Source: an optimization exercise on an open RTL-to-GDS flow (aim: small area and a short achievable clock period). Production flows keep margins and buffers that such runs may drop.
Function was checked by simulation only, so behaviour that the tests miss may differ from the original.
Power and IR drop assume default switching activity.

// complex
module complex(clk, a0, a1, b0, b1, im, re);
  input clk;
  input [7:0] a0, a1, b0, b1;
  output reg [15:0] im, re;
  wire [15:0] re_d, im_d;
  wire rs1;
  wire rc2;
  wire rs3;
  wire rc4;
  wire rs5;
  wire rc6;
  wire rs7;
  wire rc8;
  wire rs9;
  wire rc10;
  wire rs11;
  wire rc12;
  wire rs13;
  wire rc14;
  wire rs15;
  wire rc16;
  wire rs17;
  wire rc18;
  wire rs19;
  wire rc20;
  wire rs21;
  wire rc22;
  wire rs23;
  wire rc24;
  wire rs25;
  wire rc26;
  wire rs27;
  wire rc28;
  wire rs29;
  wire rc30;
  wire rs31;
  wire rc32;
  wire rs33;
  wire rc34;
  wire rs35;
  wire rc36;
  wire rs37;
  wire rc38;
  wire rs39;
  wire rc40;
  wire rs41;
  wire rc42;
  wire rs43;
  wire rc44;
  wire rs45;
  wire rc46;
  wire rs47;
  wire rc48;
  wire rs49;
  wire rc50;
  wire rs51;
  wire rc52;
  wire rs53;
  wire rc54;
  wire rs55;
  wire rc56;
  wire rs57;
  wire rc58;
  wire rs59;
  wire rc60;
  wire rs61;
  wire rc62;
  wire rs63;
  wire rc64;
  wire rn65;
  wire rs66;
  wire rc67;
  wire rs68;
  wire rc69;
  wire rs70;
  wire rc71;
  wire rs72;
  wire rc73;
  wire rs74;
  wire rc75;
  wire rs76;
  wire rc77;
  wire rs78;
  wire rc79;
  wire rs80;
  wire rc81;
  wire rs82;
  wire rc83;
  wire rs84;
  wire rc85;
  wire rs86;
  wire rc87;
  wire rs88;
  wire rc89;
  wire rs90;
  wire rc91;
  wire rs92;
  wire rc93;
  wire rs94;
  wire rc95;
  wire rs96;
  wire rc97;
  wire rs98;
  wire rc99;
  wire rs100;
  wire rc101;
  wire rs102;
  wire rc103;
  wire rs104;
  wire rc105;
  wire rs106;
  wire rc107;
  wire rs108;
  wire rc109;
  wire rs110;
  wire rc111;
  wire rs112;
  wire rc113;
  wire rs114;
  wire rc115;
  wire rs116;
  wire rc117;
  wire rs118;
  wire rc119;
  wire rs120;
  wire rc121;
  wire rn122;
  wire rs123;
  wire rc124;
  wire rs125;
  wire rc126;
  wire rs127;
  wire rc128;
  wire rs129;
  wire rc130;
  wire rs131;
  wire rc132;
  wire rs133;
  wire rc134;
  wire rs135;
  wire rc136;
  wire rs137;
  wire rc138;
  wire rs139;
  wire rc140;
  wire rs141;
  wire rc142;
  wire rs143;
  wire rc144;
  wire rs145;
  wire rc146;
  wire rs147;
  wire rc148;
  wire rs149;
  wire rc150;
  ...
==> flow/config.mk <==
export PLATFORM = sky130hd
export DESIGN_NAME = complex
export DESIGN_NICKNAME = complex
export VERILOG_FILES = /design/flow/design.v
export SDC_FILE = /design/flow/constraint.sdc
export NUM_CORES = 4
export LEC_CHECK = 0
export CAP_MARGIN = 20
export CORE_MARGIN = 2
export CORE_UTILIZATION = 40
export CTS_BUF_LIST = sky130_fd_sc_hd__clkbuf_8
export CTS_CLUSTER_DIAMETER = 200
export CTS_CLUSTER_SIZE = 32
export PLACE_DENSITY = 0.6
export SETUP_SLACK_MARGIN = 4.4
export SLEW_MARGIN = 20
export SYNTH_HIERARCHICAL = 1
==> flow/constraint.sdc <==
create_clock -name core_clock -period 10.0 [get_ports {clk}]
set_input_delay 2.0000 -clock core_clock [delete_from_list [all_inputs] [get_ports {clk}]]
set_output_delay 2.0000 -clock core_clock [all_outputs]
set_load 0.01 [all_outputs]
standard.sh (not shown) runs the stock make flow with config.mk's settings and CLKGATE_MAP_FILE= SYNTH_SCRIPT=/design/flow/synth_recipe.tcl, a recipe that flattens the netlist after the stock synthesis.
==> flow/flow/run.sh <==
#!/bin/bash
set -o pipefail
export BUFFER_PORTS_ARGS="-buffer_cell sky130_fd_sc_hd__buf_1"
cp standard.sh standard_sh.txt 2>/dev/null
bash standard.sh > standard.log 2>&1
The starting point finished with timing, DRC and antenna clean.
Then changed:
==> flow/flow/run.sh (replaced) <==
#!/bin/bash
set -o pipefail
export BUFFER_PORTS_ARGS="-buffer_cell sky130_fd_sc_hd__buf_1"
export CTS_ARGS="-sink_clustering_enable -sink_clustering_size 32 -sink_clustering_max_diameter 200 -buf_list sky130_fd_sc_hd__clkbuf_8 -dont_use_dummy_load -repair_clock_nets"
cp standard.sh standard_sh.txt 2>/dev/null
bash standard.sh > standard.log 2>&1
- CTS_BUF_LIST: sky130_fd_sc_hd__clkbuf_8 -> not set
- CTS_CLUSTER_DIAMETER: 200 -> not set
- CTS_CLUSTER_SIZE: 32 -> not set
- TNS_END_PERCENT: not set -> 0
After rerunning: Setup slack gets worse by 0.026 ns. Routed wire length came out lower by 4.9%. Total power came out lower by 4.4%. Utilization barely changes. Area after synthesis is unchanged.
Then changed:
==> flow/flow/run.sh (replaced) <==
#!/bin/bash
set -o pipefail
export BUFFER_PORTS_ARGS="-buffer_cell sky130_fd_sc_hd__buf_1"
cp standard.sh standard_sh.txt 2>/dev/null
bash standard.sh > standard.log 2>&1
- CORE_UTILIZATION: 40 -> 60
- CTS_BUF_LIST: not set -> sky130_fd_sc_hd__clkbuf_8
- CTS_CLUSTER_DIAMETER: not set -> 200
- CTS_CLUSTER_SIZE: not set -> 32
- PLACE_DENSITY: 0.6 -> 0.75
- SETUP_SLACK_MARGIN: 4.4 -> 4.0
- TNS_END_PERCENT: 0 -> not set
Outcome: Die area goes down by 32%. Clock power goes up by 34%. Flip-flop and latch count is unchanged. Routed wire length goes down by 0.85%.
Then changed:
==> flow/flow/run.sh (replaced) <==
#!/bin/bash
set -o pipefail
export BUFFER_PORTS_ARGS="-buffer_cell sky130_fd_sc_hd__buf_1"
export CTS_ARGS="-sink_clustering_enable -sink_clustering_size 32 -sink_clustering_max_diameter 200 -buf_list sky130_fd_sc_hd__clkbuf_8 -dont_use_dummy_load -repair_clock_nets"
cp standard.sh standard_sh.txt 2>/dev/null
bash standard.sh > standard.log 2>&1
- CORE_UTILIZATION: 60 -> 40
- CTS_BUF_LIST: sky130_fd_sc_hd__clkbuf_8 -> not set
- CTS_CLUSTER_DIAMETER: 200 -> not set
- CTS_CLUSTER_SIZE: 32 -> not set
- PLACE_DENSITY: 0.75 -> 0.6
- SETUP_SLACK_MARGIN: 4.0 -> 4.4
- TNS_END_PERCENT: not set -> 0.0
The new run produced a clean layout.
Routed wire length grows by 0.86%.
Via count shrinks by 2.2%.
Hold slack loses 0.055 ns.
Clock power shrinks by 25%.
Then changed:
==> flow/flow/run.sh (replaced) <==
#!/bin/bash
set -o pipefail
export BUFFER_PORTS_ARGS="-buffer_cell sky130_fd_sc_hd__buf_1"
cp standard.sh standard_sh.txt 2>/dev/null
bash standard.sh > standard.log 2>&1
- CTS_BUF_LIST: not set -> sky130_fd_sc_hd__clkbuf_8
- CTS_CLUSTER_DIAMETER: not set -> 200
- CTS_CLUSTER_SIZE: not set -> 32
- SETUP_SLACK_MARGIN: 4.4 -> 4.7
- TNS_END_PERCENT: 0.0 -> not set
Outcome: Power goes up by 16%. Worst setup slack improved by 0.011 ns. Die area is unchanged. Synthesized cell count is unchanged. Routed wire length goes up by about 10%. Count of clock-buffer cells in the layout goes up by 1. Worst hold slack hardly moves. First-iteration DRC count goes up by 12%.
Then changed:
==> flow/flow/run.sh (replaced) <==
#!/bin/bash
set -o pipefail
export BUFFER_PORTS_ARGS="-buffer_cell sky130_fd_sc_hd__buf_1"
export CTS_ARGS="-sink_clustering_enable -sink_clustering_size 32 -sink_clustering_max_diameter 200 -buf_list sky130_fd_sc_hd__clkbuf_8 -dont_use_dummy_load -repair_clock_nets"
cp standard.sh standard_sh.txt 2>/dev/null
bash standard.sh > standard.log 2>&1
- CORE_UTILIZATION: 40 -> 40.0
- CTS_BUF_LIST: sky130_fd_sc_hd__clkbuf_8 -> not set
- CTS_CLUSTER_DIAMETER: 200 -> not set
- CTS_CLUSTER_SIZE: 32 -> not set
- PLACE_DENSITY: 0.6 -> 0.7
- SETUP_SLACK_MARGIN: 4.7 -> 4.3
- TNS_END_PERCENT: not set -> 0.0
The new run completed without violations; cell area decreases by 7.0%; via count went down by 1.8%; hold slack gets better by 0.020 ns; utilization drops by 3.4 points; cell count is lower by 2.8%; worst setup slack got worse by 0.10 ns; count of clock-buffer cells in the layout went down by 1.

==> separate check: timing with driven ports <==
The results above use ideal ports. As a check the final layouts listed here were re-extracted and re-timed, cells and wires unchanged.
Step 1: set_driving_cell puts a clkbuf_16 on clk and a buf_2 on each other input, an assumption about the parent block.
Step 2 also shifts input and output timing later by t, the mid clock arrival at the registers, as if the neighbouring blocks saw the same clock.
Three values: ideal, step 1, step 2; two values: the first two.
run	shift t [ns]	setup WS [ns]	worst hold slack (ns)	slew at the worst register clock pin (ns)
the first run	0.341	4.476 / 4.476 / 4.135	2.037 / 2.032 / 2.373	0.08 / 0.08
the second run	0.339	4.450 / 4.451 / 4.113	2.017 / 2.027 / 2.366	0.08 / 0.08
the third run	0.351	4.083 / 4.094 / 3.743	2.072 / 2.060 / 2.409	0.07 / 0.07
the fourth run	0.339	4.450 / 4.451 / 4.113	2.017 / 2.027 / 2.366	0.08 / 0.08
the fifth run	0.343	4.461 / 4.435 / 4.092	2.019 / 2.033 / 2.376	0.08 / 0.08
the sixth run	0.337	4.357 / 4.338 / 4.001	2.039 / 2.037 / 2.373	0.07 / 0.07
After both steps every run listed still meets setup and hold. For the fifth run, which loses most, drivers alone change the setup slack by -0.026 ns; drivers and shift together by -0.369 ns.
